This design comes from an exercise in tuning for small area and a short achievable clock period on the open sky130 flow, not from production work.
In this exercise RTL edits were held to simulation tests only and were not proved equivalent to the original.
Power figures rest on the tool's default switching activity, not on a simulated workload.

## SDC_fft
module SDC_fft #(
    parameter width = 12
) (
    input clk, rst_n,
    input signed [width-1:0] R, I,
    output signed [width-1:0] R_out, I_out,
    output done
);
    reg [4:0] count;
    always @(posedge clk or negedge rst_n) begin
        if (!rst_n) count <= 0;
        else if (count != 27) count <= count + 1'b1;
    end
    assign done = count[4] & count[3] & ~count[2] & count[1] & count[0];
    reg [3:0] ph;
    always @(posedge clk or negedge rst_n) begin
        if (!rst_n) ph <= 4'hf;
        else ph <= ph + 1'b1;
    end
    wire [3:0] pn = ph + 1'b1;
    wire [3:0] t1n = pn - 4'd14;        
    wire [3:0] t2n = pn - 4'd11;        
    wire [3:0] e2n = pn - 4'd9, e3n = pn - 4'd14, e4n = pn - 4'd1;
    wire [3:0] e5n = pn - 4'd3, e6n = pn - 4'd5;
    reg [7:0] sel1a, sel1b, sel1c, sel1d;
    reg [3:0] sel2a, sel2b, sel2c, sel2d;
    reg s1bf, s2bf, s3bf, s4bf, s4j, x1, x2;
    always @(posedge clk) begin
        sel1a <= t1n[3] ? 8'd1 : (8'd1 << t1n[2:0]);
        sel1b <= t1n[3] ? 8'd1 : (8'd1 << t1n[2:0]);
        sel1c <= t1n[3] ? 8'd1 : (8'd1 << t1n[2:0]);
        sel1d <= t1n[3] ? 8'd1 : (8'd1 << t1n[2:0]);
        sel2a <= t2n[2] ? (4'd1 << t2n[1:0]) : 4'd1;
  ...
For scale: ~850 flip-flops, ~51 I/O pins, about 44000 sq um of cells after synthesis.
==> flow/config.mk <==
export PLATFORM = sky130hd
export DESIGN_NAME = SDC_fft
export DESIGN_NICKNAME = SDC_fft
export VERILOG_FILES = /design/flow/design.v
export SDC_FILE = /design/flow/constraint.sdc
export NUM_CORES = 4
export LEC_CHECK = 0
export ABC_CLOCK_PERIOD_IN_PS = 3400
export CAP_MARGIN = 20
export CORE_MARGIN = 2
export CORE_UTILIZATION = 40
export SLEW_MARGIN = 20
export TNS_END_PERCENT = 10
==> flow/constraint.sdc <==
create_clock -name core_clock -period 10.0 [get_ports {clk}]
set_input_delay 2.0000 -clock core_clock [delete_from_list [all_inputs] [get_ports {clk}]]
set_output_delay 2.0000 -clock core_clock [all_outputs]
set_load 0.01 [all_outputs]
standard.sh (not shown) runs the stock make flow with config.mk's settings and CLKGATE_MAP_FILE= SYNTH_SCRIPT=/design/flow/synth_recipe.tcl, a recipe that flattens the netlist after the stock synthesis.
==> flow/flow/run.sh <==
#!/bin/bash
set -o pipefail
export SETUP_SLACK_MARGIN=6.6
bash standard.sh > standard.log 2>&1
==> next run, changes <==
==> flow/run.sh (new file) <==
#!/bin/bash
# synth_recipe.tcl (not shown) runs the flow's synth.tcl, then flattens the netlist and writes it again
# the make line also repeats each setting of config.mk as NAME=value (left out here)
make -C /OpenROAD-flow-scripts/flow DESIGN_CONFIG=/design/flow/config.mk WORK_HOME=/design/flow/orfs CLKGATE_MAP_FILE= SYNTH_SCRIPT=/design/flow/synth_recipe.tcl finish
ABC_CLOCK_PERIOD_IN_PS = 3500   (was 3400)
SETUP_SLACK_MARGIN = 5   (was not set)
TNS_END_PERCENT = not set   (was 10)
removed: flow/flow/run.sh
removed: flow/standard.sh
=> The new run passed the timing, design-rule and antenna checks; power drops by 2.1%; final cell count came out lower by 1.0%; critical path depth increases by 3; sequential share of layout area goes up by 1.3 points; clock skew rises by 0.019 ns; hold slack degrades by 0.018 ns; worst setup slack degrades by 1.1 ns; utilization fell by 1.8 points; clock-buffer cell count rises by 5; area after synthesis stays the same; global-route usage is lower by 0.73 points.

========
Another version of the RTL of SDC_fft (not shown whole).
Size in the first run: about 4,700 cells after synthesis, roughly 51 I/O pins, about 45,000 um^2 of cells after synthesis.
// SDC_fft
module SDC_fft #(
    parameter width = 12
) (
    input clk, rst_n,
    input signed [width-1:0] R, I,
    output signed [width-1:0] R_out, I_out,
    output done
);
export LEC_CHECK = 0
export ABC_CLOCK_PERIOD_IN_PS = 3400
export CAP_MARGIN = 20
export CORE_MARGIN = 2
export CORE_UTILIZATION = 55
export SLEW_MARGIN = 20
export TNS_END_PERCENT = 10
create_clock -name core_clock -period 10.0 [get_ports {clk}]
==> flow/flow/run.sh <==
#!/bin/bash
set -o pipefail
export SETUP_SLACK_MARGIN=6.6
bash standard.sh > standard.log 2>&1
Next try:
- CORE_UTILIZATION: 55 -> 40
- TNS_END_PERCENT: 10 -> default
Outcome: Critical path depth came out lower by 1; die area went up by well over a third; wire length hardly moves; power is about the same; area after synthesis is unchanged; worst setup slack degrades by 0.031 ns; global-route usage shrinks by 7.4 points; via count came out higher slightly; first-iteration DRC count falls by a little under a tenth; cell count increases by a little under a tenth.

========
north:
Starting RTL as in the previous note.
## SDC_fft
module SDC_fft #(
    parameter width = 12
) (
    input clk, rst_n,
    input signed [width-1:0] R, I,
    output signed [width-1:0] R_out, I_out,
    output done
);
export LEC_CHECK = 0
export ABC_CLOCK_PERIOD_IN_PS = 3400
export CAP_MARGIN = 20
export CORE_MARGIN = 2
export CORE_UTILIZATION = 55
export CTS_CLUSTER_DIAMETER = 80
export CTS_CLUSTER_SIZE = 30
export SLEW_MARGIN = 20
export TNS_END_PERCENT = 10
create_clock -name core_clock -period 10.0 [get_ports {clk}]
Scripts as last shown in full above: flow/flow/run.sh
The following lists how south was set up differently from north:
diff --git a/flow/config.mk b/flow/config.mk
--- a/flow/config.mk
+++ b/flow/config.mk
@@ -10,6 +10,6 @@
 export CORE_MARGIN = 2
 export CORE_UTILIZATION = 55
-export CTS_CLUSTER_DIAMETER = 80
-export CTS_CLUSTER_SIZE = 30
+export CTS_CLUSTER_DIAMETER = 90
+export CTS_CLUSTER_SIZE = 36
 export SLEW_MARGIN = 20
 export TNS_END_PERCENT = 10
==> comparison <==
south ran to completion and came out clean on the timing, design-rule and antenna checks.
For final net count, north and south come out practically identical.
Comparing south with north, the maximum frequency came out essentially unchanged.
Compared with north, south shows a internal cell power that is about 1% lower.
Highest-delay cell along the critical path = sky130_fd_sc_hd__fa_1: north; highest-delay cell along the critical path = sky130_fd_sc_hd__clkdlybuf4s50_1: south
On level count of the clock H-tree, south and north are basically level.
south -> north: initial antenna violation count delta 0, exact match
Re non-clock buffer count: south and north aren't equal, and the lower value belongs to north.
Power density over the cells, south and north: lower on south
south: total of cells resized after clock tree synthesis higher than north
### south -> east
diff --git a/flow/config.mk b/flow/config.mk
--- a/flow/config.mk
+++ b/flow/config.mk
@@ -9,7 +9,7 @@
 export CAP_MARGIN = 20
 export CORE_MARGIN = 2
-export CORE_UTILIZATION = 55
-export CTS_CLUSTER_DIAMETER = 90
-export CTS_CLUSTER_SIZE = 36
+export CORE_UTILIZATION = 65
+export CTS_CLUSTER_DIAMETER = 80
+export CTS_CLUSTER_SIZE = 30
 export SLEW_MARGIN = 20
 export TNS_END_PERCENT = 10
[summary]
Detailed placer's ending HPWL, east and south: smaller value in east. The run showing the smaller layout clock buffer count is south. Of the two values seen for source of the critical timing path, sel1a[2] was produced by east and outi[9] by south. east against south: register-to-register slack saw a decrease, timing-limited maximum frequency down 0.41%, critical path depth grew by 10, smallest setup slack after layout lost 14 ps, horizontal extent of the die down 7.9%. Taking south as the reference point, the vertical extent of the die of east falls by about 8%.

========
== run A ==
Starting RTL as in the previous note.
==> flow/config.mk <==
export PLATFORM = sky130hd
export DESIGN_NAME = SDC_fft
export DESIGN_NICKNAME = SDC_fft
export VERILOG_FILES = /design/flow/design.v
export SDC_FILE = /design/flow/constraint.sdc
export NUM_CORES = 4
export LEC_CHECK = 0
export ABC_CLOCK_PERIOD_IN_PS = 3400
export CAP_MARGIN = 20
export CORE_MARGIN = 2
export CORE_UTILIZATION = 55
export CTS_CLUSTER_DIAMETER = 80
export CTS_CLUSTER_SIZE = 30
export SLEW_MARGIN = 20
export TNS_END_PERCENT = 10
==> flow/constraint.sdc <==
create_clock -name core_clock -period 10.0 [get_ports {clk}]
set_input_delay 2.0000 -clock core_clock [delete_from_list [all_inputs] [get_ports {clk}]]
set_output_delay 2.0000 -clock core_clock [all_outputs]
set_load 0.01 [all_outputs]
==> flow/flow/run.sh <==
#!/bin/bash
set -o pipefail
export SETUP_SLACK_MARGIN=6.9
bash standard.sh > standard.log 2>&1
### run A -> run M
==> flow/flow/run.sh <==
#!/bin/bash
set -o pipefail
export SETUP_SLACK_MARGIN=6.6
bash standard.sh > standard.log 2>&1
--- a/flow/config.mk
+++ b/flow/config.mk
@@ -9,5 +9,5 @@
 export CAP_MARGIN = 20
 export CORE_MARGIN = 2
-export CORE_UTILIZATION = 55
+export CORE_UTILIZATION = 60
 export CTS_CLUSTER_DIAMETER = 80
 export CTS_CLUSTER_SIZE = 30
## What came out
Looking at critical path class, the register to primary output result is from run M; the register to register one comes from run A. Delta (run M minus run A): proportion of cell area occupied by multi-input gates now sits higher, switching power summed over all nets decreased 1.7%, final core utilization went up, area overhead of the layout relative to synthesis -4.0 points, worst setup slack now sits lower. Against run A, power in run M came out better. On run M: part of the cycle the worst path needs is 0.88 points higher than what run A gave.

========
Setup of epsilon:
RTL: one of the versions met above, not the one the previous note started from.
Size in the first run: about 4,600 cells after synthesis, ~850 flip-flops.
clock: 10.0 ns
lec_check: 0
abc_clock_period_in_ps: 3400
cap_margin: 20
core_margin: 2
core_utilization: 55
slew_margin: 20
==> flow/flow/run.sh <==
#!/bin/bash
set -o pipefail
export SETUP_SLACK_MARGIN=6.6
bash standard.sh > standard.log 2>&1
Inputs modified between epsilon and gamma:
# epsilon
export LEC_CHECK = 0
export ABC_CLOCK_PERIOD_IN_PS = 3400
export CAP_MARGIN = 20
export CORE_MARGIN = 2
export CORE_UTILIZATION = 55
export SLEW_MARGIN = 20
create_clock -name core_clock -period 10.0 [get_ports {clk}]
# gamma
export LEC_CHECK = 0
export ABC_CLOCK_PERIOD_IN_PS = 3400
export CAP_MARGIN = 20
export CORE_MARGIN = 2
export CORE_UTILIZATION = 40
export SLEW_MARGIN = 20
create_clock -name core_clock -period 10.0 [get_ports {clk}]
Notes after the runs:
gamma vs. epsilon: final-layout clock buffer total went down by about 3.4%. Taking epsilon as the reference, in gamma power drawn by the combinational cells fell by about 0.6%, shortest period the worst path allows rose 41 ps, area of the mapped netlist did not really move, later-pin clock latency in the skew report rose 20 ps. | worst-case clock skew | lower: gamma |. The floorplan core area in gamma was higher than what epsilon gave. Changes observed in gamma relative to epsilon: number of nets in the layout held, number of gates resized after cts went up about 17%, overall track demand over capacity in global routing went down 9.3 points.

-- re-timing with driven ports --
How much do the figures lean on ideal ports? The routed layouts below were timed once more, with nothing changed but the port constraints.
Step 1 sets driving cells, clkbuf_16 on the clock port and buf_2 on the other inputs (assumed; they add their load-dependent delay and slew).
Step 2 moves the port delays by t, midway between the first and last clock arrival at a register: inputs arrive t later, outputs are due t later. That takes back most of the time a late clock gives input paths.
a / b / c = ideal / step 1 / step 2; a / b = the first two.
run | t (ns) | slack for setup (ns) | worst setup path at the end | clock arrival spread, ns
the first run of note 1 | 0.716 | 6.411 / 6.400 / 6.411 | register to register | 0.050 / 0.051
the second run of note 1 | 0.720 | 5.306 / 5.306 / 5.306 | register to register | 0.074 / 0.073
the first run of note 2 | 0.717 | 6.491 / 6.434 / 6.491 | register to register | 0.026 / 0.026
the second run of note 2 | 0.736 | 6.460 / 6.460 / 6.460 | register to register | 0.053 / 0.053
north | 0.686 | 6.505 / 6.458 / 6.505 | register to register | 0.034 / 0.034
south | 0.678 | 6.511 / 6.444 / 6.526 | register to register | 0.042 / 0.042
east | 0.667 | 6.497 / 6.468 / 6.497 | register to register | 0.025 / 0.025
run A | 0.688 | 6.593 / 6.593 / 6.593 | register to register | 0.038 / 0.038
run M | 0.674 | 6.505 / 6.440 / 6.507 | register to register | 0.043 / 0.043
epsilon | 0.713 | 6.436 / 6.383 / 6.436 | register to register | 0.071 / 0.071
gamma | 0.747 | 6.395 / 6.395 / 6.395 | register to register | 0.036 / 0.036
After both steps every run listed still meets setup and hold.
